This design comes from an exercise in tuning for small area, a short achievable clock period and few clock cycles on the open sky130 flow, not from production work.
At most, simulation tests tie the RTL to the original design; equivalence was not proved.
Function not checked in run 2: the RTL went through the layout flow alone.
Power figures rest on the tool's default switching activity, not on a simulated workload.

==> flow/design.v (outline; a module is shown in full before it is edited, if it fits) <==
// module accelerator: 1811 lines
// module day12_fa: 10 lines
// module day12_ha: 9 lines
// module day12_top: 27 lines
module day12_top #(
    parameter MAX_REGION_W = 64,
    parameter MAX_REGION_H = 64
) (
    input  wire clk,
    input  wire rst_n,
    input  wire in_valid,
    input  wire [31:0] in_data,
    output wire in_ready,
    output wire out_valid,
    output wire [31:0] out_data,
    input  wire out_ready
);
  // ...
==> flow/run.sh <==
#!/bin/bash
# synth_recipe.tcl (not shown) runs the flow's synth.tcl, then flattens the netlist and writes it again
# the make line also repeats each setting of config.mk as NAME=value (left out here)
make -C /OpenROAD-flow-scripts/flow DESIGN_CONFIG=/design/flow/config.mk WORK_HOME=/design/flow/orfs CLKGATE_MAP_FILE= SYNTH_SCRIPT=/design/flow/synth_recipe.tcl finish
==> flow/config.mk <==
export PLATFORM = sky130hd
export DESIGN_NAME = day12_top
export DESIGN_NICKNAME = day12_top
export VERILOG_FILES = /design/flow/design.v
export SDC_FILE = /design/flow/constraint.sdc
export NUM_CORES = 4
export LEC_CHECK = 0
export CAP_MARGIN = 20
export CORE_MARGIN = 2
export CORE_UTILIZATION = 40
export SLEW_MARGIN = 20
export SYNTH_HIERARCHICAL = 1
==> flow/constraint.sdc <==
create_clock -name core_clock -period 14.5 [get_ports {clk}]
set_input_delay 2.9000 -clock core_clock [delete_from_list [all_inputs] [get_ports {clk}]]
set_output_delay 2.9000 -clock core_clock [all_outputs]
set_load 0.01 [all_outputs]
==> results.json, run 1 <==
{
  "status": "no timing/DRC/antenna violations",
  "via_per_inst": 5.35,
  "ys_seq_elements": 250,
  "top_register": "accel.cells",
  "relSlewSlack": 0.284,
  "finalCritPeriodShare": 0.383,
  "synthMostInstantiatedCell": "nor2b_1",
  "r2r_slack_ps": 8940,
  "busiest_layer": "met2",
  "peakVddDrop_mv": 0.122,
  "cts_tree": "done",
  "cts_resized": 0,
  "cp-end-kind": "register",
  "swShare": 0.269,
  "wire_per_inst_um": 20.9,
  "io_buffer_count": 53,
  "period_needed_ps": 5560,
  "synthSimpleGateAreaFrac": 0.203,
  "crit_buf_inv": 1,
  "htree_levels": 1,
  "synth_top_area_cell": "fa_1",
  "fin_skew_ps": 22.1,
  "grtUsageMet2": 0.354,
  "met1Wirelength_um": 21500,
  "antenna_found_initial": 1,
  "post_cts_buffers": 0,
  "chipHeight_um": 213,
  "synth_compound_area_frac": 0.0661,
  "cp_num_cells": 14
}
Testbench counts, summed over its fixed seeds: cycles 41,753.
==> run 2, diff against run 1 <==
--- a/flow/design.v
+++ b/flow/design.v
@@ -833,16 +833,56 @@
 wire ms685;
 wire mc686;
 wire ms687;
 wire mc688;
 wire mh689;
 wire mk690;
 wire ms691;
 wire mc692;
+wire gm693;
+wire gm694;
+wire gm695;
+wire gm696;
+wire gm697;
+wire gm698;
+wire gm699;
+wire gm700;
+wire gm701;
+wire gm702;
+wire gm703;
+wire gm704;
+wire gm705;
+wire gm706;
+wire gm707;
+wire gm708;
+wire gm709;
+wire gm710;
+wire gm711;
+wire gm712;
+wire gm713;
+wire gm714;
+wire gm715;
+wire gm716;
+wire gm717;
+wire gm718;
+wire gm719;
+wire gm720;
+wire gm721;
+wire gm722;
+wire gm723;
+wire gm724;
+wire gm725;
+wire gm726;
+wire gm727;
+wire gm728;
+wire gm729;
+wire gm730;
+wire gm731;
+wire gm732;
 assign pp1 = a2[0] & b2[0];
 assign pp2 = a2[0] & b2[1];
 assign pp3 = a2[0] & b2[2];
 assign pp4 = a2[0] & b2[3];
 assign pp5 = a2[0] & b2[4];
 assign pp6 = a2[0] & b2[5];
 assign pp7 = a2[0] & b2[6];
 assign pp8 = a2[0] & b2[7];
@@ -1312,16 +1352,56 @@
 day12_fa u_ms677 (.a(ms613), .b(mc646), .c(ms647), .s(ms677), .co(mc678));
 day12_fa u_ms679 (.a(ms617), .b(mc648), .c(ms649), .s(ms679), .co(mc680));
 day12_fa u_ms681 (.a(mc618), .b(ms651), .c(mc650), .s(ms681), .co(mc682));
 day12_fa u_ms683 (.a(mc622), .b(ms653), .c(mc652), .s(ms683), .co(mc684));
 day12_fa u_ms685 (.a(ms655), .b(mc626), .c(mc654), .s(ms685), .co(mc686));
 day12_fa u_ms687 (.a(ms657), .b(mc630), .c(mc656), .s(ms687), .co(mc688));
 day12_ha u_mh689 (.a(pp347), .b(pp364), .s(mh689), .co(mk690));
 day12_fa u_ms691 (.a(pp383), .b(pp398), .c(mh659), .s(ms691), .co(mc692));
+assign gm693 = pp1 & ~wh;
+assign gm694 = gh311 & ~wh;
+assign gm695 = gk312 & ~wh;
+assign gm696 = gc314 & ~wh;
+assign gm697 = gc316 & ~wh;
+assign gm698 = gc318 & ~wh;
+assign gm699 = gc320 & ~wh;
+assign gm700 = gc322 & ~wh;
+assign gm701 = wh ? pp1 : gc324;
+assign gm702 = wh ? gh311 : gc326;
+assign gm703 = wh ? gk312 : gc328;
+assign gm704 = wh ? gc314 : gc330;
+assign gm705 = wh ? gc316 : gc332;
+assign gm706 = wh ? gc318 : gc334;
+assign gm707 = wh ? gc320 : gc336;
+assign gm708 = wh ? gc322 : gc338;
+assign gm709 = gc324 & wh;
+assign gm710 = gc326 & wh;
+assign gm711 = gc328 & wh;
+assign gm712 = gc330 & wh;
+assign gm713 = pp65 & ~wh;
+assign gm714 = gh283 & ~wh;
+assign gm715 = gs313 & ~wh;
+assign gm716 = gs315 & ~wh;
+assign gm717 = gs317 & ~wh;
+assign gm718 = gs319 & ~wh;
+assign gm719 = gs321 & ~wh;
+assign gm720 = gs323 & ~wh;
+assign gm721 = wh ? pp65 : gs325;
+assign gm722 = wh ? gh283 : gs327;
+assign gm723 = wh ? gs313 : gs329;
+assign gm724 = wh ? gs315 : gs331;
+assign gm725 = wh ? gs317 : gs333;
+assign gm726 = wh ? gs319 : gs335;
+assign gm727 = wh ? gs321 : gs337;
+assign gm728 = wh ? gs323 : gc310;
+assign gm729 = gs325 & wh;
+assign gm730 = gs327 & wh;
+assign gm731 = gs329 & wh;
+assign gm732 = gs331 & wh;
 wire [15:0] w_in = r_data[15:0];
 wire [15:0] h_in = r_data[31:16];
 reg big;
 integer bi, bj;
 always @(*) begin
     big = 1'b0;
     for (bi = 4; bi < 16; bi = bi + 1)
         for (bj = 19 - bi; bj < 16; bj = bj + 1)
@@ -1354,19 +1434,23 @@
 reg sg0_12;
 reg sm0_12;
 reg sg0_13;
 reg sm0_13;
 reg sg0_14;
 reg sm0_14;
 reg sg0_15;
 reg sm0_15;
+reg sg0_16;
 reg sm0_16;
+reg sg0_17;
 reg sm0_17;
+reg sg0_18;
 reg sm0_18;
+reg sg0_19;
 reg sm0_19;
 reg sg1_0;
 reg sm1_0;
 reg sg1_1;
 reg sm1_1;
 reg sg1_2;
 reg sm1_2;
 reg sg1_3;
@@ -1390,164 +1474,176 @@
 reg sg1_12;
 reg sm1_12;
 reg sg1_13;
 reg sm1_13;
 reg sg1_14;
 reg sm1_14;
 reg sg1_15;
 reg sm1_15;
+reg sg1_16;
+reg sg1_17;
 reg sm1_17;
+reg sg1_18;
 reg sm1_18;
+reg sg1_19;
 reg sm1_19;
 reg         p_big;
 reg         p_wh, p_q2, p_end;
 always @(posedge clk) begin
-    sg0_0 <= pp1;
+    sg0_0 <= gm693;
     sm0_0 <= pp339;
-    sg0_1 <= gh311;
+    sg0_1 <= gm694;
     sm0_1 <= mh661;
-    sg0_2 <= gk312;
+    sg0_2 <= gm695;
     sm0_2 <= mk662;
-    sg0_3 <= gc314;
+    sg0_3 <= gm696;
     sm0_3 <= mc664;
-    sg0_4 <= gc316;
+    sg0_4 <= gm697;
     sm0_4 <= mc666;
-    sg0_5 <= gc318;
+    sg0_5 <= gm698;
     sm0_5 <= mc668;
-    sg0_6 <= gc320;
+    sg0_6 <= gm699;
     sm0_6 <= mc670;
-    sg0_7 <= gc322;
+    sg0_7 <= gm700;
     sm0_7 <= mc672;
-    sg0_8 <= gc324;
+    sg0_8 <= gm701;
     sm0_8 <= mc674;
-    sg0_9 <= gc326;
+    sg0_9 <= gm702;
     sm0_9 <= mc676;
-    sg0_10 <= gc328;
+    sg0_10 <= gm703;
     sm0_10 <= mc678;
-    sg0_11 <= gc330;
+    sg0_11 <= gm704;
     sm0_11 <= mc680;
-    sg0_12 <= gc332;
+    sg0_12 <= gm705;
     sm0_12 <= mc682;
-    sg0_13 <= gc334;
+    sg0_13 <= gm706;
     sm0_13 <= mc684;
-    sg0_14 <= gc336;
+    sg0_14 <= gm707;
     sm0_14 <= mc686;
-    sg0_15 <= gc338;
+    sg0_15 <= gm708;
     sm0_15 <= mc688;
+    sg0_16 <= gm709;
     sm0_16 <= pp341;
+    sg0_17 <= gm710;
     sm0_17 <= pp344;
+    sg0_18 <= gm711;
     sm0_18 <= mh689;
+    sg0_19 <= gm712;
     sm0_19 <= mk690;
-    sg1_0 <= pp65;
+    sg1_0 <= gm713;
     sm1_0 <= pp340;
-    sg1_1 <= gh283;
+    sg1_1 <= gm714;
     sm1_1 <= mh631;
-    sg1_2 <= gs313;
+    sg1_2 <= gm715;
     sm1_2 <= ms663;
-    sg1_3 <= gs315;
+    sg1_3 <= gm716;
     sm1_3 <= ms665;
-    sg1_4 <= gs317;
+    sg1_4 <= gm717;
     sm1_4 <= ms667;
-    sg1_5 <= gs319;
+    sg1_5 <= gm718;
     sm1_5 <= ms669;
-    sg1_6 <= gs321;
+    sg1_6 <= gm719;
     sm1_6 <= ms671;
-    sg1_7 <= gs323;
+    sg1_7 <= gm720;
     sm1_7 <= ms673;
-    sg1_8 <= gs325;
+    sg1_8 <= gm721;
     sm1_8 <= ms675;
-    sg1_9 <= gs327;
+    sg1_9 <= gm722;
     sm1_9 <= ms677;
-    sg1_10 <= gs329;
+    sg1_10 <= gm723;
     sm1_10 <= ms679;
-    sg1_11 <= gs331;
+    sg1_11 <= gm724;
     sm1_11 <= ms681;
-    sg1_12 <= gs333;
+    sg1_12 <= gm725;
     sm1_12 <= ms683;
-    sg1_13 <= gs335;
+    sg1_13 <= gm726;
     sm1_13 <= ms685;
-    sg1_14 <= gs337;
+    sg1_14 <= gm727;
     sm1_14 <= ms687;
-    sg1_15 <= gc310;
+    sg1_15 <= gm728;
     sm1_15 <= mc658;
+    sg1_16 <= gm729;
+    sg1_17 <= gm730;
     sm1_17 <= pp361;
+    sg1_18 <= gm731;
     sm1_18 <= pp380;
+    sg1_19 <= gm732;
     sm1_19 <= ms691;
     p_big <= big;
     if (!rst_n) begin
         p_wh <= 1'b0; p_q2 <= 1'b0; p_end <= 1'b0;
     end else begin
         p_wh <= r_wh; p_q2 <= r_q2; p_end <= r_end;
     end
 end
 reg  [19:0] acc;
 wire [19:0] sum_s, sum_c;
-wire gm1;
-wire gm2;
-wire gm3;
-wire gm4;
-wire gm5;
-wire gm6;
-wire gm7;
-wire gm8;
-wire gm9;
-wire gm10;
-wire gm11;
-wire gm12;
-wire gm13;
-wire gm14;
-wire gm15;
-wire gm16;
-wire gm17;
-wire gm18;
-wire gm19;
-wire gm20;
-wire gm21;
-wire gm22;
-wire gm23;
-wire gm24;
-wire gm25;
-wire gm26;
-wire gm27;
-wire gm28;
-wire gm29;
-wire gm30;
-wire gm31;
-wire gm32;
-wire gm33;
-wire gm34;
-wire gm35;
-wire gm36;
-wire gm37;
-wire gm38;
-wire gm39;
-wire gm40;
-wire ag41;
-wire ag42;
-wire ag43;
-wire ag44;
-wire ag45;
-wire ag46;
-wire ag47;
-wire ag48;
-wire ag49;
-wire ag50;
-wire ag51;
-wire ag52;
-wire ag53;
-wire ag54;
-wire ag55;
-wire ag56;
-wire ag57;
-wire ag58;
-wire ag59;
-wire ag60;
-wire bh61;
-wire bk62;
+wire bh1;
+wire bk2;
+wire bs3;
+wire bc4;
+wire bs5;
+wire bc6;
+wire bs7;
+wire bc8;
+wire bs9;
+wire bc10;
+wire bs11;
+wire bc12;
+wire bs13;
+wire bc14;
+wire bs15;
+wire bc16;
+wire bs17;
+wire bc18;
+wire bs19;
+wire bc20;
+wire bs21;
+wire bc22;
+wire bs23;
+wire bc24;
+wire bs25;
+wire bc26;
+wire bs27;
+wire bc28;
+wire bs29;
+wire bc30;
+wire bs31;
+wire bc32;
+wire bh33;
+wire bk34;
+wire bs35;
+wire bc36;
+wire bs37;
+wire bc38;
+wire bs39;
+wire bc40;
+wire bh41;
+wire bk42;
+wire bs43;
+wire bc44;
+wire bs45;
+wire bc46;
+wire bs47;
+wire bc48;
+wire bs49;
+wire bc50;
+wire bs51;
+wire bc52;
+wire bs53;
+wire bc54;
+wire bs55;
+wire bc56;
+wire bs57;
+wire bc58;
+wire bs59;
+wire bc60;
+wire bs61;
+wire bc62;
 wire bs63;
 wire bc64;
 wire bs65;
 wire bc66;
 wire bs67;
 wire bc68;
 wire bs69;
 wire bc70;
@@ -1556,38 +1652,38 @@
 wire bs73;
 wire bc74;
 wire bs75;
 wire bc76;
 wire bs77;
 wire bc78;
 wire bs79;
 wire bc80;
-wire bs81;
-wire bc82;
+wire bh81;
+wire bk82;
 wire bs83;
 wire bc84;
 wire bs85;
 wire bc86;
 wire bs87;
 wire bc88;
 wire bs89;
 wire bc90;
 wire bs91;
 wire bc92;
-wire bh93;
-wire bk94;
+wire bs93;
+wire bc94;
 wire bs95;
 wire bc96;
 wire bs97;
 wire bc98;
 wire bs99;
 wire bc100;
-wire bh101;
-wire bk102;
+wire bs101;
+wire bc102;
 wire bs103;
 wire bc104;
 wire bs105;
 wire bc106;
 wire bs107;
 wire bc108;
 wire bs109;
 wire bc110;
@@ -1596,207 +1692,91 @@
 wire bs113;
 wire bc114;
 wire bs115;
 wire bc116;
 wire bs117;
 wire bc118;
 wire bs119;
 wire bc120;
-wire bs121;
-wire bc122;
-wire bs123;
-wire bc124;
-wire bs125;
-wire bc126;
-wire bs127;
-wire bc128;
-wire bs129;
-wire bc130;
-wire bs131;
-wire bc132;
-wire bs133;
-wire bc134;
-wire bs135;
-wire bc136;
-wire bs137;
-wire bc138;
-wire bs139;
-wire bc140;
-wire bh141;
-wire bk142;
-wire bs143;
-wire bc144;
-wire bs145;
-wire bc146;
-wire bs147;
-wire bc148;
-wire bs149;
-wire bc150;
-wire bs151;
-wire bc152;
-wire bs153;
-wire bc154;
-wire bs155;
-wire bc156;
-wire bs157;
-wire bc158;
-wire bs159;
-wire bc160;
-wire bs161;
-wire bc162;
-wire bs163;
-wire bc164;
-wire bs165;
-wire bc166;
-wire bs167;
-wire bc168;
-wire bs169;
-wire bc170;
-wire bs171;
-wire bc172;
-wire bs173;
-wire bc174;
-wire bs175;
-wire bc176;
-wire bs177;
-wire bc178;
-wire bs179;
-wire bc180;
-assign gm1 = sg0_0 & ~p_wh;
-assign gm2 = sg0_1 & ~p_wh;
-assign gm3 = sg0_2 & ~p_wh;
-assign gm4 = sg0_3 & ~p_wh;
-assign gm5 = sg0_4 & ~p_wh;
-assign gm6 = sg0_5 & ~p_wh;
-assign gm7 = sg0_6 & ~p_wh;
-assign gm8 = sg0_7 & ~p_wh;
-assign gm9 = p_wh ? sg0_0 : sg0_8;
-assign gm10 = p_wh ? sg0_1 : sg0_9;
-assign gm11 = p_wh ? sg0_2 : sg0_10;
-assign gm12 = p_wh ? sg0_3 : sg0_11;
-assign gm13 = p_wh ? sg0_4 : sg0_12;
-assign gm14 = p_wh ? sg0_5 : sg0_13;
-assign gm15 = p_wh ? sg0_6 : sg0_14;
-assign gm16 = p_wh ? sg0_7 : sg0_15;
-assign gm17 = sg0_8 & p_wh;
-assign gm18 = sg0_9 & p_wh;
-assign gm19 = sg0_10 & p_wh;
-assign gm20 = sg0_11 & p_wh;
-assign gm21 = sg1_0 & ~p_wh;
-assign gm22 = sg1_1 & ~p_wh;
-assign gm23 = sg1_2 & ~p_wh;
-assign gm24 = sg1_3 & ~p_wh;
-assign gm25 = sg1_4 & ~p_wh;
-assign gm26 = sg1_5 & ~p_wh;
-assign gm27 = sg1_6 & ~p_wh;
-assign gm28 = sg1_7 & ~p_wh;
-assign gm29 = p_wh ? sg1_0 : sg1_8;
-assign gm30 = p_wh ? sg1_1 : sg1_9;
-assign gm31 = p_wh ? sg1_2 : sg1_10;
-assign gm32 = p_wh ? sg1_3 : sg1_11;
-assign gm33 = p_wh ? sg1_4 : sg1_12;
-assign gm34 = p_wh ? sg1_5 : sg1_13;
-assign gm35 = p_wh ? sg1_6 : sg1_14;
-assign gm36 = p_wh ? sg1_7 : sg1_15;
-assign gm37 = sg1_8 & p_wh;
-assign gm38 = sg1_9 & p_wh;
-assign gm39 = sg1_10 & p_wh;
-assign gm40 = sg1_11 & p_wh;
-assign ag41 = acc[0] & ~p_wh;
-assign ag42 = acc[1] & ~p_wh;
-assign ag43 = acc[2] & ~p_wh;
-assign ag44 = acc[3] & ~p_wh;
-assign ag45 = acc[4] & ~p_wh;
-assign ag46 = acc[5] & ~p_wh;
-assign ag47 = acc[6] & ~p_wh;
-assign ag48 = acc[7] & ~p_wh;
-assign ag49 = acc[8] & ~p_wh;
-assign ag50 = acc[9] & ~p_wh;
-assign ag51 = acc[10] & ~p_wh;
-assign ag52 = acc[11] & ~p_wh;
-assign ag53 = acc[12] & ~p_wh;
-assign ag54 = acc[13] & ~p_wh;
-assign ag55 = acc[14] & ~p_wh;
-assign ag56 = acc[15] & ~p_wh;
-assign ag57 = acc[16] & ~p_wh;
-assign ag58 = acc[17] & ~p_wh;
-assign ag59 = acc[18] & ~p_wh;
-assign ag60 = acc[19] & ~p_wh;
-day12_ha u_bh61 (.a(sm0_0), .b(sm1_0), .s(bh61), .co(bk62));
-day12_fa u_bs63 (.a(sm0_1), .b(sm1_1), .c(ag42), .s(bs63), .co(bc64));
-day12_fa u_bs65 (.a(sm0_2), .b(sm1_2), .c(ag43), .s(bs65), .co(bc66));
-day12_fa u_bs67 (.a(sm0_3), .b(sm1_3), .c(ag44), .s(bs67), .co(bc68));
-day12_fa u_bs69 (.a(sm0_4), .b(sm1_4), .c(ag45), .s(bs69), .co(bc70));
-day12_fa u_bs71 (.a(sm0_5), .b(sm1_5), .c(ag46), .s(bs71), .co(bc72));
-day12_fa u_bs73 (.a(sm0_6), .b(sm1_6), .c(ag47), .s(bs73), .co(bc74));
-day12_fa u_bs75 (.a(sm0_7), .b(sm1_7), .c(ag48), .s(bs75), .co(bc76));
-day12_fa u_bs77 (.a(sm0_8), .b(sm1_8), .c(ag49), .s(bs77), .co(bc78));
-day12_fa u_bs79 (.a(sm0_9), .b(sm1_9), .c(ag50), .s(bs79), .co(bc80));
-day12_fa u_bs81 (.a(sm0_10), .b(sm1_10), .c(ag51), .s(bs81), .co(bc82));
-day12_fa u_bs83 (.a(sm0_11), .b(sm1_11), .c(ag52), .s(bs83), .co(bc84));
-day12_fa u_bs85 (.a(sm0_12), .b(sm1_12), .c(ag53), .s(bs85), .co(bc86));
-day12_fa u_bs87 (.a(sm0_13), .b(sm1_13), .c(ag54), .s(bs87), .co(bc88));
-day12_fa u_bs89 (.a(sm0_14), .b(sm1_14), .c(ag55), .s(bs89), .co(bc90));
-day12_fa u_bs91 (.a(sm0_15), .b(sm1_15), .c(ag56), .s(bs91), .co(bc92));
-day12_ha u_bh93 (.a(sm0_16), .b(ag57), .s(bh93), .co(bk94));
-day12_fa u_bs95 (.a(sm0_17), .b(sm1_17), .c(ag58), .s(bs95), .co(bc96));
-day12_fa u_bs97 (.a(sm0_18), .b(sm1_18), .c(ag59), .s(bs97), .co(bc98));
-day12_fa u_bs99 (.a(sm0_19), .b(sm1_19), .c(ag60), .s(bs99), .co(bc100));
-day12_ha u_bh101 (.a(ag41), .b(bh61), .s(bh101), .co(bk102));
-day12_fa u_bs103 (.a(bk62), .b(gm2), .c(gm22), .s(bs103), .co(bc104));
-day12_fa u_bs105 (.a(gm3), .b(gm23), .c(bc64), .s(bs105), .co(bc106));
-day12_fa u_bs107 (.a(gm4), .b(gm24), .c(bc66), .s(bs107), .co(bc108));
-day12_fa u_bs109 (.a(gm5), .b(gm25), .c(bc68), .s(bs109), .co(bc110));
-day12_fa u_bs111 (.a(gm6), .b(gm26), .c(bc70), .s(bs111), .co(bc112));
-day12_fa u_bs113 (.a(gm7), .b(gm27), .c(bc72), .s(bs113), .co(bc114));
-day12_fa u_bs115 (.a(gm8), .b(gm28), .c(bc74), .s(bs115), .co(bc116));
-day12_fa u_bs117 (.a(gm9), .b(gm29), .c(bc76), .s(bs117), .co(bc118));
-day12_fa u_bs119 (.a(gm10), .b(gm30), .c(bc78), .s(bs119), .co(bc120));
-day12_fa u_bs121 (.a(gm11), .b(gm31), .c(bc80), .s(bs121), .co(bc122));
-day12_fa u_bs123 (.a(gm12), .b(gm32), .c(bc82), .s(bs123), .co(bc124));
-day12_fa u_bs125 (.a(gm13), .b(gm33), .c(bc84), .s(bs125), .co(bc126));
-day12_fa u_bs127 (.a(gm14), .b(gm34), .c(bc86), .s(bs127), .co(bc128));
-day12_fa u_bs129 (.a(gm15), .b(gm35), .c(bc88), .s(bs129), .co(bc130));
-day12_fa u_bs131 (.a(gm16), .b(gm36), .c(bc90), .s(bs131), .co(bc132));
-day12_fa u_bs133 (.a(gm17), .b(gm37), .c(bh93), .s(bs133), .co(bc134));
-day12_fa u_bs135 (.a(gm18), .b(gm38), .c(bk94), .s(bs135), .co(bc136));
-day12_fa u_bs137 (.a(gm19), .b(gm39), .c(bc96), .s(bs137), .co(bc138));
-day12_fa u_bs139 (.a(gm20), .b(gm40), .c(bc98), .s(bs139), .co(bc140));
-day12_ha u_bh141 (.a(gm1), .b(gm21), .s(bh141), .co(bk142));
-day12_fa u_bs143 (.a(bk102), .b(bs63), .c(bs103), .s(bs143), .co(bc144));
-day12_fa u_bs145 (.a(bs65), .b(bc104), .c(bs105), .s(bs145), .co(bc146));
-day12_fa u_bs147 (.a(bs67), .b(bc106), .c(bs107), .s(bs147), .co(bc148));
-day12_fa u_bs149 (.a(bs69), .b(bc108), .c(bs109), .s(bs149), .co(bc150));
-day12_fa u_bs151 (.a(bs71), .b(bc110), .c(bs111), .s(bs151), .co(bc152));
-day12_fa u_bs153 (.a(bs73), .b(bc112), .c(bs113), .s(bs153), .co(bc154));
-day12_fa u_bs155 (.a(bs75), .b(bc114), .c(bs115), .s(bs155), .co(bc156));
-day12_fa u_bs157 (.a(bs77), .b(bc116), .c(bs117), .s(bs157), .co(bc158));
-day12_fa u_bs159 (.a(bs79), .b(bc118), .c(bs119), .s(bs159), .co(bc160));
-day12_fa u_bs161 (.a(bs81), .b(bc120), .c(bs121), .s(bs161), .co(bc162));
-day12_fa u_bs163 (.a(bs83), .b(bc122), .c(bs123), .s(bs163), .co(bc164));
-day12_fa u_bs165 (.a(bs85), .b(bc124), .c(bs125), .s(bs165), .co(bc166));
-day12_fa u_bs167 (.a(bs87), .b(bc126), .c(bs127), .s(bs167), .co(bc168));
-day12_fa u_bs169 (.a(bs89), .b(bc128), .c(bs129), .s(bs169), .co(bc170));
-day12_fa u_bs171 (.a(bs91), .b(bc130), .c(bs131), .s(bs171), .co(bc172));
-day12_fa u_bs173 (.a(bc92), .b(bs133), .c(bc132), .s(bs173), .co(bc174));
-day12_fa u_bs175 (.a(bs95), .b(bc134), .c(bs135), .s(bs175), .co(bc176));
-day12_fa u_bs177 (.a(bs97), .b(bc136), .c(bs137), .s(bs177), .co(bc178));
-day12_fa u_bs179 (.a(bs99), .b(bc138), .c(bs139), .s(bs179), .co(bc180));
-assign sum_s = {bc178, bc176, bc174, bc172, bc170, bc168, bc166, bc164, bc162, bc160, bc158, bc156, bc154, bc152, bc150, bc148, bc146, bc144, bk142, bh141};
-assign sum_c = {bs179, bs177, bs175, bs173, bs171, bs169, bs167, bs165, bs163, bs161, bs159, bs157, bs155, bs153, bs151, bs149, bs147, bs145, bs143, bh101};
+day12_ha u_bh1 (.a(sg0_0), .b(sm0_0), .s(bh1), .co(bk2));
+day12_fa u_bs3 (.a(sg0_1), .b(sm0_1), .c(sg1_1), .s(bs3), .co(bc4));
+day12_fa u_bs5 (.a(sg0_2), .b(sm0_2), .c(sg1_2), .s(bs5), .co(bc6));
+day12_fa u_bs7 (.a(sg0_3), .b(sm0_3), .c(sg1_3), .s(bs7), .co(bc8));
+day12_fa u_bs9 (.a(sg0_4), .b(sm0_4), .c(sg1_4), .s(bs9), .co(bc10));
+day12_fa u_bs11 (.a(sg0_5), .b(sm0_5), .c(sg1_5), .s(bs11), .co(bc12));
+day12_fa u_bs13 (.a(sg0_6), .b(sm0_6), .c(sg1_6), .s(bs13), .co(bc14));
+day12_fa u_bs15 (.a(sg0_7), .b(sm0_7), .c(sg1_7), .s(bs15), .co(bc16));
+day12_fa u_bs17 (.a(sg0_8), .b(sm0_8), .c(sg1_8), .s(bs17), .co(bc18));
+day12_fa u_bs19 (.a(sg0_9), .b(sm0_9), .c(sg1_9), .s(bs19), .co(bc20));
+day12_fa u_bs21 (.a(sg0_10), .b(sm0_10), .c(sg1_10), .s(bs21), .co(bc22));
+day12_fa u_bs23 (.a(sg0_11), .b(sm0_11), .c(sg1_11), .s(bs23), .co(bc24));
+day12_fa u_bs25 (.a(sg0_12), .b(sm0_12), .c(sg1_12), .s(bs25), .co(bc26));
+day12_fa u_bs27 (.a(sg0_13), .b(sm0_13), .c(sg1_13), .s(bs27), .co(bc28));
+day12_fa u_bs29 (.a(sg0_14), .b(sm0_14), .c(sg1_14), .s(bs29), .co(bc30));
+day12_fa u_bs31 (.a(sg0_15), .b(sm0_15), .c(sg1_15), .s(bs31), .co(bc32));
+day12_ha u_bh33 (.a(sg0_16), .b(sm0_16), .s(bh33), .co(bk34));
+day12_fa u_bs35 (.a(sg0_17), .b(sm0_17), .c(sg1_17), .s(bs35), .co(bc36));
+day12_fa u_bs37 (.a(sg0_18), .b(sm0_18), .c(sg1_18), .s(bs37), .co(bc38));
+day12_fa u_bs39 (.a(sg0_19), .b(sm0_19), .c(sg1_19), .s(bs39), .co(bc40));
+day12_ha u_bh41 (.a(sg1_0), .b(sm1_0), .s(bh41), .co(bk42));
+day12_fa u_bs43 (.a(sm1_1), .b(acc[1]), .c(bk2), .s(bs43), .co(bc44));
+day12_fa u_bs45 (.a(sm1_2), .b(acc[2]), .c(bc4), .s(bs45), .co(bc46));
+day12_fa u_bs47 (.a(sm1_3), .b(acc[3]), .c(bc6), .s(bs47), .co(bc48));
+day12_fa u_bs49 (.a(sm1_4), .b(acc[4]), .c(bc8), .s(bs49), .co(bc50));
+day12_fa u_bs51 (.a(sm1_5), .b(acc[5]), .c(bc10), .s(bs51), .co(bc52));
+day12_fa u_bs53 (.a(sm1_6), .b(acc[6]), .c(bc12), .s(bs53), .co(bc54));
+day12_fa u_bs55 (.a(sm1_7), .b(acc[7]), .c(bc14), .s(bs55), .co(bc56));
+day12_fa u_bs57 (.a(sm1_8), .b(acc[8]), .c(bc16), .s(bs57), .co(bc58));
+day12_fa u_bs59 (.a(sm1_9), .b(acc[9]), .c(bc18), .s(bs59), .co(bc60));
+day12_fa u_bs61 (.a(sm1_10), .b(acc[10]), .c(bc20), .s(bs61), .co(bc62));
+day12_fa u_bs63 (.a(sm1_11), .b(acc[11]), .c(bc22), .s(bs63), .co(bc64));
+day12_fa u_bs65 (.a(sm1_12), .b(acc[12]), .c(bc24), .s(bs65), .co(bc66));
+day12_fa u_bs67 (.a(sm1_13), .b(acc[13]), .c(bc26), .s(bs67), .co(bc68));
+day12_fa u_bs69 (.a(sm1_14), .b(acc[14]), .c(bc28), .s(bs69), .co(bc70));
+day12_fa u_bs71 (.a(sm1_15), .b(acc[15]), .c(bc30), .s(bs71), .co(bc72));
+day12_fa u_bs73 (.a(sg1_16), .b(acc[16]), .c(bh33), .s(bs73), .co(bc74));
+day12_fa u_bs75 (.a(sm1_17), .b(acc[17]), .c(bk34), .s(bs75), .co(bc76));
+day12_fa u_bs77 (.a(sm1_18), .b(acc[18]), .c(bc36), .s(bs77), .co(bc78));
+day12_fa u_bs79 (.a(sm1_19), .b(acc[19]), .c(bc38), .s(bs79), .co(bc80));
+day12_ha u_bh81 (.a(acc[0]), .b(bh41), .s(bh81), .co(bk82));
+day12_fa u_bs83 (.a(bk42), .b(bs3), .c(bs43), .s(bs83), .co(bc84));
+day12_fa u_bs85 (.a(bs5), .b(bc44), .c(bs45), .s(bs85), .co(bc86));
+day12_fa u_bs87 (.a(bs7), .b(bc46), .c(bs47), .s(bs87), .co(bc88));
+day12_fa u_bs89 (.a(bs9), .b(bc48), .c(bs49), .s(bs89), .co(bc90));
+day12_fa u_bs91 (.a(bs11), .b(bc50), .c(bs51), .s(bs91), .co(bc92));
+day12_fa u_bs93 (.a(bs13), .b(bc52), .c(bs53), .s(bs93), .co(bc94));
+day12_fa u_bs95 (.a(bs15), .b(bc54), .c(bs55), .s(bs95), .co(bc96));
+day12_fa u_bs97 (.a(bs17), .b(bc56), .c(bs57), .s(bs97), .co(bc98));
+day12_fa u_bs99 (.a(bs19), .b(bc58), .c(bs59), .s(bs99), .co(bc100));
+day12_fa u_bs101 (.a(bs21), .b(bc60), .c(bs61), .s(bs101), .co(bc102));
+day12_fa u_bs103 (.a(bs23), .b(bc62), .c(bs63), .s(bs103), .co(bc104));
+day12_fa u_bs105 (.a(bs25), .b(bc64), .c(bs65), .s(bs105), .co(bc106));
+day12_fa u_bs107 (.a(bs27), .b(bc66), .c(bs67), .s(bs107), .co(bc108));
+day12_fa u_bs109 (.a(bs29), .b(bc68), .c(bs69), .s(bs109), .co(bc110));
+day12_fa u_bs111 (.a(bs31), .b(bc70), .c(bs71), .s(bs111), .co(bc112));
+day12_fa u_bs113 (.a(bc32), .b(bs73), .c(bc72), .s(bs113), .co(bc114));
+day12_fa u_bs115 (.a(bs35), .b(bc74), .c(bs75), .s(bs115), .co(bc116));
+day12_fa u_bs117 (.a(bs37), .b(bc76), .c(bs77), .s(bs117), .co(bc118));
+day12_fa u_bs119 (.a(bs39), .b(bc78), .c(bs79), .s(bs119), .co(bc120));
+assign sum_s = {bc118, bc116, bc114, bc112, bc110, bc108, bc106, bc104, bc102, bc100, bc98, bc96, bc94, bc92, bc90, bc88, bc86, bc84, bk82, bh81};
+assign sum_c = {bs119, bs117, bs115, bs113, bs111, bs109, bs107, bs105, bs103, bs101, bs99, bs97, bs95, bs93, bs91, bs89, bs87, bs85, bs83, bh1};
 wire [19:0] sum = sum_s + sum_c;
-wire        sat = p_big | sum[19];
-wire        fit = p_q2 & sum[19];
+reg         satf;
+wire        fit = p_q2 & (satf | sum[19]);
 reg         f_fit, f_end;
 always @(posedge clk) begin
-    if (p_wh)
-        acc <= {1'b1, ~sum[18:0] & {19{~sat}}};
+    if (!rst_n || p_q2)
+        acc <= 20'd0;
+    else if (p_wh)
+        acc <= ~sum;
     else
         acc <= sum;
+    if (p_wh)
+        satf <= p_big | sum[19];
     f_fit <= fit;
     if (r_v && phase == PH_HDR)
         count <= 16'd0;
     else
         count <= count + {15'd0, f_fit};
     if (!rst_n) begin
         ovalid <= 1'b0;
         f_end <= 1'b0;
==> flow/config.mk (replaced) <==
export PLATFORM = sky130hd
export DESIGN_NAME = day12_top
export DESIGN_NICKNAME = day12_top
export VERILOG_FILES = /design/flow/design.v
export SDC_FILE = /design/flow/constraint.sdc
export NUM_CORES = 4
export LEC_CHECK = 0
export CAP_MARGIN = 20
export CORE_MARGIN = 2
export CORE_UTILIZATION = 70
export CTS_BUF_LIST = sky130_fd_sc_hd__clkbuf_4
export SLEW_MARGIN = 20
export SYNTH_HIERARCHICAL = 1
==> results.json, run 2 <==
{
  "pre_cts_ws_ps": 9420,
  "p_seq_frac": 0.483,
  "hold_class": "register to register",
  "vias": 13000,
  "holdBufCountCts": 0,
  "fin_skew_ps": 36.1,
  "cts_buffers": 69,
  "hold_viol": 0,
  "final_nets": 2066,
  "coreArea_sq_um": 25000,
  "crit_fanout": 87,
  "drtIter0Drc": 1348,
  "syn_area_sq_um": 17700,
  "drt_first_pass_iters": 9,
  "cts_buffer_depth": 3,
  "cp-end-kind": "register",
  "setup_viol": 0,
  "finalNonFillerCells": 2095,
  "place_congestion": 0.918,
  "grtUsageTotal": 0.371,
  "worst-slew-pin-transition_ps": 1200,
  "finalCritPeriodShare": 0.358,
  "peakVddDrop_mv": 0.105,
  "period_needed_ps": 5200,
  "largest_reg_flops": 64,
  "top_regs": "accel.cells: 64 flops, accel.r_data: 32 flops, accel.acc: 20 flops",
  "cp_slowest_cell": "a222oi_1",
  "root_buffer": "clkbuf_4",
  "slew_violations": 0,
  "relSlewSlack": 0.200,
  "antenna_found_initial": 2,
  "synthFlopType": "dfxtp_1",
  "p_sw_mw": 0.428,
  "top_register": "accel.cells",
  "grt_pass1_wl_um": 74200,
  "swShare": 0.267,
  "synthTopCellsByArea": "dfxtp_1, fa_1, nor2b_1, ha_1, mux2i_1",
  "fillers": 1682,
  "rsz0062_at_grt": "no",
  "p_leak_nw": 8.69,
  "p_int_mw": 1.18,
  "async_reset_ff_frac": 0,
  "synth-edff-count": 4,
  "multi_input_area_sq_um": 12000,
  "grt_overflow": 0,
  "ys_seq_elements": 259,
  "power_frac_comb": 0.085,
  "drtAntennaViolNets": 0,
  "syn_area_per_cell_sq_um": 10.8,
  "cts_sinks": 259,
  "finalSetupTns_ps": 0,
  "clock.fmax_ghz": 0.192,
  "via_per_inst": 6.21,
  "power_mw": 1.60,
  "die_w_um": 163,
  "routed_wl_um": 48000,
  "regArea_sq_um": 5230,
  "path_common_cell": "fa_1",
  "cp_data_arrival_time_ps": 5740,
  "power_density_nw_per_um2": 82.5,
  "ios": 70,
  "dpl.cell_count": 1976,
  "cts_resized": 0,
  "cts_tree": "done",
  "wire_per_inst_um": 22.9,
  "remaining_drc_errors": 0,
  "synthToLayoutAreaGrowth_pct": 9.98,
  "crit_type": "register to register",
  "synth_cell_types": 82,
  "ys_seq_area_frac": 0.295,
  "clk_latency_ps": 690,
  "start_util": 0.708,
  "setup_ws_ps": 9300,
  "synth_top_area_share": 0.289,
  "critPathTopFamily": "adder cells",
  "first_global_vias": 13700,
  "cpPeakStageDelay_ps": 1080,
  "crit_buf_inv": 1,
  "power.share.clock": 0.432,
  "drv_cap": 0,
  "chipHeight_um": 163,
  "std_cell_rows": 58,
  "cp-start-kind": "register",
  "htree_levels": 3,
  "path_clk_slew_ps": 70,
  "post_cts_buffers": 0,
  "synthMostInstantiatedCell": "nor2b_1",
  "synth_common_cells": "nor2b_1, dfxtp_1, fa_1",
  "drive_gt1_frac": 0.106,
  "cp.required_ps": 15040,
  "mostFrequentLayoutCell": "nor2b_1",
  "status": "no timing/DRC/antenna violations",
  "synthCells": 1645,
  "crit_chain": "buf_4 > a222oi_1 > nor2b_1 > fa_1 > fa_1 > fa_1 > fa_1 > fa_1 > fa_1 > mux2_2",
  "io_buffer_count": 53,
  "synth_top_area_cell": "dfxtp_1",
  "layout_common_cells": "nor2b_1, dfxtp_1, fa_1",
  "design.die.area_sq_um": 26600,
  "grt_max_degree": 88,
  "dp_hpwl_um": 34300,
  "ys_warn_count": 7
}
[run 2: cell count changes after synthesis, moves of 5 or more]
cell,before,now
nor3_1,14,19
dfxtp_1,247,255
mux2i_1,85,64
xnor2_1,19,34
nor2b_1,295,277
nand3_1,22,33
a21o_1,3,11
[run 2: cells by family (layout without fill, tap and decap cells)]
family | count (synthesis) | in the layout | share of synthesized area
AOI/OAI and AO/OA | 169 | 169 | 0.0717
buffers and inverters | 134 | 236 | 0.0319
DFF | 259 | 259 | 0.295
and+or+nand+nor | 637 | 637 | 0.201
adders and majority gates | 312 | 312 | 0.327
muxes | 81 | 81 | 0.0470
other | 1 | 19 | 0.000212
xor gates and xnor gates | 52 | 52 | 0.0258
[run 2: path summary, 6_finish.rpt]
check	to	slack, ps	cells past startpoint	from
setup / recovery	accel.sg1_9	9300	10	accel.r_wh
hold / removal	accel.ovalid	450	1	accel.f_end
setup reg to reg	accel.sg1_9	9300	10	accel.r_wh
hold reg to reg	accel.ovalid	450	1	accel.f_end
[run 2: layer usage]
layer | vias to the layer above | wire length [um] | global-route usage
li1 | 5690 | - | -
met1 | 6428 | 18700 | 0.486
met2 | 722 | 22500 | 0.588
met3 | 167 | 4710 | 0.0935
met4 | 0 | 2150 | 0.167
met5 | - | 0 | 0
[run 2: layout make-up]
| class | count | share of cell area |
|---|---|---|
| diodes | 3 | 0.000386 |
| clock buffers | 90 | 0.0347 |
| clock inverters | 25 | 0.0121 |
| inverters | 24 | 0.00463 |
| multi-input cells | 1267 | 0.614 |
| flip-flops and latches | 259 | 0.269 |
| well taps | 330 | 0.0212 |
| repair buffers | 97 | 0.0437 |
[run 2: power groups by stage]
stage	sequential, mW	clock, mW	combinational (mW)
6_report	0.775	0.693	0.136
5_1_grt	0.778	0.739	0.147
4_1_cts	0.773	0.701	0.133
3_5_place_dp	0.789	0	0.132
3_3_place_gp	0.788	0	0.129
2_1_floorplan	0.771	0	0.104
[run 2: per-stage QoR]
| stage | hold slack [ps] | instance area [sq um] | util |
|---|---|---|---|
| after floorplan | 412 | 17700 | - |
| after global placement | 424 | 18500 | 0.742 |
| after detailed placement | 435 | 18500 | 0.742 |
| after CTS | 443 | 19400 | 0.779 |
| after global routing | 470 | 19400 | 0.779 |
| final | 450 | 19500 | 0.779 |
[run 2: Yosys stat by module, one instance, submodules excluded, excerpt]
module	cell area, sq um	times used	flops+latches
day12_fa	20.0	249	0
day12_ha	12.5	24	0

## what the ideal ports hide
The results above use ideal ports. As a check the final layouts listed here were re-extracted and re-timed, cells and wires unchanged. Step 1 (the two cells are an assumption about what drives the block):
set clk [get_ports {clk}]
set_driving_cell -lib_cell sky130_fd_sc_hd__clkbuf_16 $clk
set_driving_cell -lib_cell sky130_fd_sc_hd__buf_2 [delete_from_list [all_inputs] $clk]
Step 2 adds t to the input delays and takes it off the output delays; t is the mean of the earliest and latest rising clock arrival at the registers after step 1. Input paths then give back, and output paths get back, about the clock's delay inside the block. Three values: ideal, step 1, step 2; two values: the first two.
| run | shift t [ns] | setup WS [ns] | clock arrival spread, ns | worst register clock-pin slew, ns | pins driven straight from the clock port |
|---|---|---|---|---|---|
| run 1 | 0.602 | 8.939 / 8.939 / 8.939 | 0.022 / 0.022 | 0.06 / 0.06 | 1 |
| run 2 | 0.720 | 9.303 / 9.303 / 9.303 | 0.037 / 0.037 | 0.08 / 0.08 | 1 |
After both steps setup and hold are still met in every run listed.
